Source: an optimization exercise on an open RTL-to-GDS flow (aim: small area). Production flows keep margins and buffers that such runs may drop.
In this exercise RTL edits were held to simulation tests only and were not proved equivalent to the original.
Power and IR drop assume default switching activity.

Setup of rev 12:
==> flow/design.v (excerpt) <==
module stopwatch
(
    input clk,
    input reset,
    input start,
    input pfinish,
    input stop,
    output [6:0] hex0,
    output [6:0] hex1,
    output [6:0] hex2,
    output [6:0] hex3,
    output [6:0] hex4,
    output [6:0] hex5,
    output [9:0] led
);
Size: ~57 I/O pins, ~0.0087 mm² of cells after synthesis.
export LEC_CHECK = 0
export CAP_MARGIN = 10
export CORE_MARGIN = 2
export CORE_UTILIZATION = 75
export PLACE_DENSITY = 0.9
export SLEW_MARGIN = 10
create_clock -name core_clock -period 10.0 [get_ports {clk}]
standard.sh (not shown) runs the stock make flow with config.mk's settings and CLKGATE_MAP_FILE= SYNTH_SCRIPT=/design/flow/synth_recipe.tcl, a recipe that flattens the netlist after the stock synthesis.
==> flow/flow/run.sh <==
#!/bin/bash
# Standard ORFS layout with area-oriented knobs:
#  - synthesis: the standard flow's synthesis script with the combinational mapping done by
#    an area-oriented ABC script (flow/area.abc) and no adder extraction;
#    registers are mapped exactly as in the standard synthesis
#  - small port buffers, small clock buffers without dummy loads
# Each tool's output goes to the ORFS logs under orfs/logs; make's output to flow.log.
set -euo pipefail
W=$(pwd)
export AREA_ABC_SCRIPT=$W/flow/area.abc
bash standard.sh \
  SYNTH_SCRIPT=$W/flow/mysynth.tcl \
  ADDER_MAP_FILE= \
  'BUFFER_PORTS_ARGS=-buffer_cell sky130_fd_sc_hd__buf_1' \
  'CTS_ARGS=-sink_clustering_enable -repair_clock_nets -dont_use_dummy_load -buf_list sky130_fd_sc_hd__clkbuf_8 -sink_clustering_size 18 -sink_clustering_max_diameter 60' \
  finish > flow.log 2>&1
==> flow/flow/area.abc <==
strash
&get -n
&deepsyn -T 30
&dch -f
&nf -R 1000
&put
==> flow/flow/mysynth.tcl <==
proc synth {args} { yosys synth -nofsm -noshare {*}$args }
# map the combinational logic with an area-oriented ABC script
proc abc {args} {
  set i [lsearch -exact $args -script]
  if {$i >= 0} { lset args [expr {$i + 1}] $::env(AREA_ABC_SCRIPT) }
  set j [lsearch -exact $args -D]
  if {$j >= 0} { set args [lreplace $args $j [expr {$j + 1}]] }
  yosys abc {*}$args
}
source $::env(SCRIPTS_DIR)/synth.tcl
# left out here: clear keep_hierarchy, flatten, clean up, hide names made inside functions, write 1_2_yosys.v
Setup changes, rev 12 to rev 13
- CAP_MARGIN: 10 -> 20
- SLEW_MARGIN: 10 -> 20
==> comparison <==
Summary — share of cell area taken by multi-input logic gates, rev 13 relative to rev 12: lower, by 0.32 points.
Relative to rev 12, global routing usage on met2 has gone down in rev 13.
Compared with rev 12, fill cell instance count of the final layout in rev 13 decreased slightly.
[rev 13 vs rev 12] setup slack of the critical path after layout: higher in rev 13
In rev 13, the sequential share of the synthesized area came out 0.27 points above the value in rev 12.
Min post-route minimum period across rev 13 and rev 12: rev 13
On fraction of met3 tracks used by global routing, rev 13 and rev 12 are neck and neck.
As of rev 13, fmax had risen by a little under 10% compared to rev 12.
In terms of final area, rev 13 and rev 12 differ only marginally.
| number of nets produced by synthesis | higher: rev 12 |
Compared to rev 12, rev 13 has XOR/XNOR share of the synthesized area 0.31 points higher.


Starting RTL as in the previous note.
clock: 10.0 ns
lec_check: 0
cap_margin: 20
core_margin: 2
core_utilization: 75
place_density: 0.9
slew_margin: 20
==> flow/flow/run.sh <==
#!/bin/bash
# Standard ORFS layout with area-oriented knobs:
#  - synthesis: the standard flow's synthesis script with the combinational mapping done by
#    an area-oriented ABC script (flow/area.abc) and no adder extraction;
#    registers are mapped exactly as in the standard synthesis
#  - small port buffers, small clock buffers without dummy loads
# Each tool's output goes to the ORFS logs under orfs/logs; make's output to flow.log.
set -euo pipefail
W=$(pwd)
export AREA_ABC_SCRIPT=$W/flow/area.abc
ARGS=(
  SYNTH_SCRIPT=$W/flow/mysynth.tcl
  ADDER_MAP_FILE=
  'BUFFER_PORTS_ARGS=-buffer_cell sky130_fd_sc_hd__buf_1'
  'CTS_ARGS=-sink_clustering_enable -repair_clock_nets -dont_use_dummy_load -buf_list sky130_fd_sc_hd__clkbuf_8 -sink_clustering_size 18 -sink_clustering_max_diameter 60'
)
bash standard.sh "${ARGS[@]}" floorplan > flow_floorplan.log 2>&1
ODB=$W/orfs/results/$FLOW_PLATFORM/stopwatch/base/2_floorplan.odb openroad -no_init -exit $W/flow/upsize.tcl > upsize.log 2>&1
bash standard.sh "${ARGS[@]}" finish > flow.log 2>&1
==> flow/flow/upsize.tcl <==
# Before placement: give each single-strength gate that drives 12 or more pins
# its double-strength version, so that placement need not buffer those nets.
read_db $::env(ODB)
set db [ord::get_db]
set block [ord::get_db_block]
set count 0
foreach inst [$block getInsts] {
  set m [[$inst getMaster] getName]
  if {![regexp {^(sky130_fd_sc_hd__[a-z0-9]+)_1$} $m -> base]} { continue }
  if {[string match *df* $base] || [string match *clk* $base]} { continue }
  foreach it [$inst getITerms] {
    if {![$it isOutputSignal]} { continue }
    set net [$it getNet]
    if {$net eq "NULL"} { continue }
    set fanout [expr {[llength [$net getITerms]] - 1}]
    if {$fanout >= 12} {
      set new [$db findMaster ${base}_2]
      if {$new ne "NULL"} {
        puts "upsize [$inst getName] $m -> ${base}_2 (fanout $fanout)"
        $inst swapMaster $new
        incr count
      }
    }
  }
}
puts "upsized $count instances"
write_db $::env(ODB)
Scripts as last shown in full above: flow/flow/area.abc, flow/flow/mysynth.tcl
Edit:
==> flow/flow/run.sh (replaced) <==
#!/bin/bash
# Standard ORFS layout with area-oriented knobs:
#  - synthesis: the standard flow's synthesis script with the combinational mapping done by
#    an area-oriented ABC script (flow/area.abc) and no adder extraction;
#    registers are mapped exactly as in the standard synthesis
#  - small port buffers, small clock buffers without dummy loads
# Each tool's output goes to the ORFS logs under orfs/logs; make's output to flow.log.
set -euo pipefail
W=$(pwd)
export AREA_ABC_SCRIPT=$W/flow/area.abc
bash standard.sh \
  SYNTH_SCRIPT=$W/flow/mysynth.tcl \
  ADDER_MAP_FILE= \
  'BUFFER_PORTS_ARGS=-buffer_cell sky130_fd_sc_hd__buf_1' \
  'CTS_ARGS=-sink_clustering_enable -repair_clock_nets -dont_use_dummy_load -buf_list sky130_fd_sc_hd__clkbuf_8 -sink_clustering_size 18 -sink_clustering_max_diameter 60' \
  finish > flow.log 2>&1
--- a/flow/config.mk
+++ b/flow/config.mk
@@ -7,6 +7,8 @@
 export LEC_CHECK = 0
 export CAP_MARGIN = 20
+export CELL_PAD_IN_SITES_DETAIL_PLACEMENT = 0
+export CELL_PAD_IN_SITES_GLOBAL_PLACEMENT = 0
 export CORE_MARGIN = 2
-export CORE_UTILIZATION = 75
-export PLACE_DENSITY = 0.9
+export CORE_UTILIZATION = 80
+export PLACE_DENSITY = 0.95
 export SLEW_MARGIN = 20
removed: flow/flow/upsize.tcl
Sequential power barely changes.
Total power is higher by a few percent.
Die area is lower by a few percent.
Edit:
--- a/flow/flow/run.sh
+++ b/flow/flow/run.sh
@@ -14,3 +14,5 @@
   'BUFFER_PORTS_ARGS=-buffer_cell sky130_fd_sc_hd__buf_1' \
   'CTS_ARGS=-sink_clustering_enable -repair_clock_nets -dont_use_dummy_load -buf_list sky130_fd_sc_hd__clkbuf_8 -sink_clustering_size 18 -sink_clustering_max_diameter 60' \
+  "DONT_USE_CELLS=sky130_fd_sc_hd__probe_p_8 sky130_fd_sc_hd__probec_p_8 sky130_fd_sc_hd__lpflow_bleeder_1 sky130_fd_sc_hd__lpflow_clkbufkapwr_1 sky130_fd_sc_hd__lpflow_clkbufkapwr_16 sky130_fd_sc_hd__lpflow_clkbufkapwr_2 sky130_fd_sc_hd__lpflow_clkbufkapwr_4 sky130_fd_sc_hd__lpflow_clkbufkapwr_8 sky130_fd_sc_hd__lpflow_clkinvkapwr_1 sky130_fd_sc_hd__lpflow_clkinvkapwr_16 sky130_fd_sc_hd__lpflow_clkinvkapwr_2 sky130_fd_sc_hd__lpflow_clkinvkapwr_4 sky130_fd_sc_hd__lpflow_clkinvkapwr_8 sky130_fd_sc_hd__lpflow_decapkapwr_12 sky130_fd_sc_hd__lpflow_decapkapwr_3 sky130_fd_sc_hd__lpflow_decapkapwr_4 sky130_fd_sc_hd__lpflow_decapkapwr_6 sky130_fd_sc_hd__lpflow_decapkapwr_8 sky130_fd_sc_hd__lpflow_inputiso0n_1 sky130_fd_sc_hd__lpflow_inputiso0p_1 sky130_fd_sc_hd__lpflow_inputiso1n_1 sky130_fd_sc_hd__lpflow_inputiso1p_1 sky130_fd_sc_hd__lpflow_inputisolatch_1 sky130_fd_sc_hd__lpflow_isobufsrc_1 sky130_fd_sc_hd__lpflow_isobufsrc_16 sky130_fd_sc_hd__lpflow_isobufsrc_2 sky130_fd_sc_hd__lpflow_isobufsrc_4 sky130_fd_sc_hd__lpflow_isobufsrc_8 sky130_fd_sc_hd__lpflow_isobufsrckapwr_16 sky130_fd_sc_hd__lpflow_lsbuf_lh_hl_isowell_tap_1 sky130_fd_sc_hd__lpflow_lsbuf_lh_hl_isowell_tap_2 sky130_fd_sc_hd__lpflow_lsbuf_lh_hl_isowell_tap_4 sky130_fd_sc_hd__lpflow_lsbuf_lh_isowell_4 sky130_fd_sc_hd__lpflow_lsbuf_lh_isowell_tap_1 sky130_fd_sc_hd__lpflow_lsbuf_lh_isowell_tap_2 sky130_fd_sc_hd__lpflow_lsbuf_lh_isowell_tap_4 sky130_fd_sc_hd__buf_4 sky130_fd_sc_hd__buf_6 sky130_fd_sc_hd__buf_8 sky130_fd_sc_hd__buf_12 sky130_fd_sc_hd__buf_16" \
+  'MIN_BUF_CELL_AND_PORTS=sky130_fd_sc_hd__buf_2 A X' \
   finish > flow.log 2>&1
==> flow/config.mk (replaced) <==
export PLATFORM = sky130hd
export DESIGN_NAME = stopwatch
export DESIGN_NICKNAME = stopwatch
export VERILOG_FILES = /design/flow/design.v
export SDC_FILE = /design/flow/constraint.sdc
export NUM_CORES = 4
export LEC_CHECK = 0
export CAP_MARGIN = 20
export CORE_MARGIN = 2
export CORE_UTILIZATION = 65
export SLEW_MARGIN = 20
The new run went through all stages and came out clean.
Wire length falls by about 14%.
Register-to-register slack gains 0.17 ns.
Synthesized area stays flat.
Synthesized cell count stays the same.
Global-route usage falls by 13 points.
Combinational power falls by about 10%.
Setup slack gains 0.21 ns.
Cell count rises by about 4.6%.

-- separate check: timing with driven ports --
In the flow no input, the clock included, has a driving cell. The finished layouts below were timed again as built, in two steps. Step 1 sets driving cells, clkbuf_16 on the clock port and buf_2 on the other inputs (assumed; they add their load-dependent delay and slew). Step 2 also shifts input and output timing later by t, the mid clock arrival at the registers, as if the neighbouring blocks saw the same clock. Slacks: ideal ports / drivers / drivers and shift; pairs: ideal ports / drivers.
run | t, ns | slack for setup (ns) | worst setup path after step 2 | clock arrival spread, ns | worst register clock-pin slew, ns
rev 12 | 0.529 | 2.308 / 2.270 / 2.799 | register to output | 0.020 / 0.020 | 0.11 / 0.11
rev 13 | 0.512 | 2.883 / 2.848 / 3.360 | register to output | 0.036 / 0.035 | 0.12 / 0.12
the first run of note 2 | 0.504 | 2.710 / 2.673 / 3.178 | register to output | 0.058 / 0.057 | 0.10 / 0.10
the second run of note 2 | 0.510 | 2.212 / 2.179 / 2.689 | register to output | 0.049 / 0.049 | 0.12 / 0.12
the third run of note 2 | 0.521 | 2.425 / 2.387 / 2.908 | register to output | 0.050 / 0.050 | 0.10 / 0.10
After both steps setup and hold are still met in every run listed.
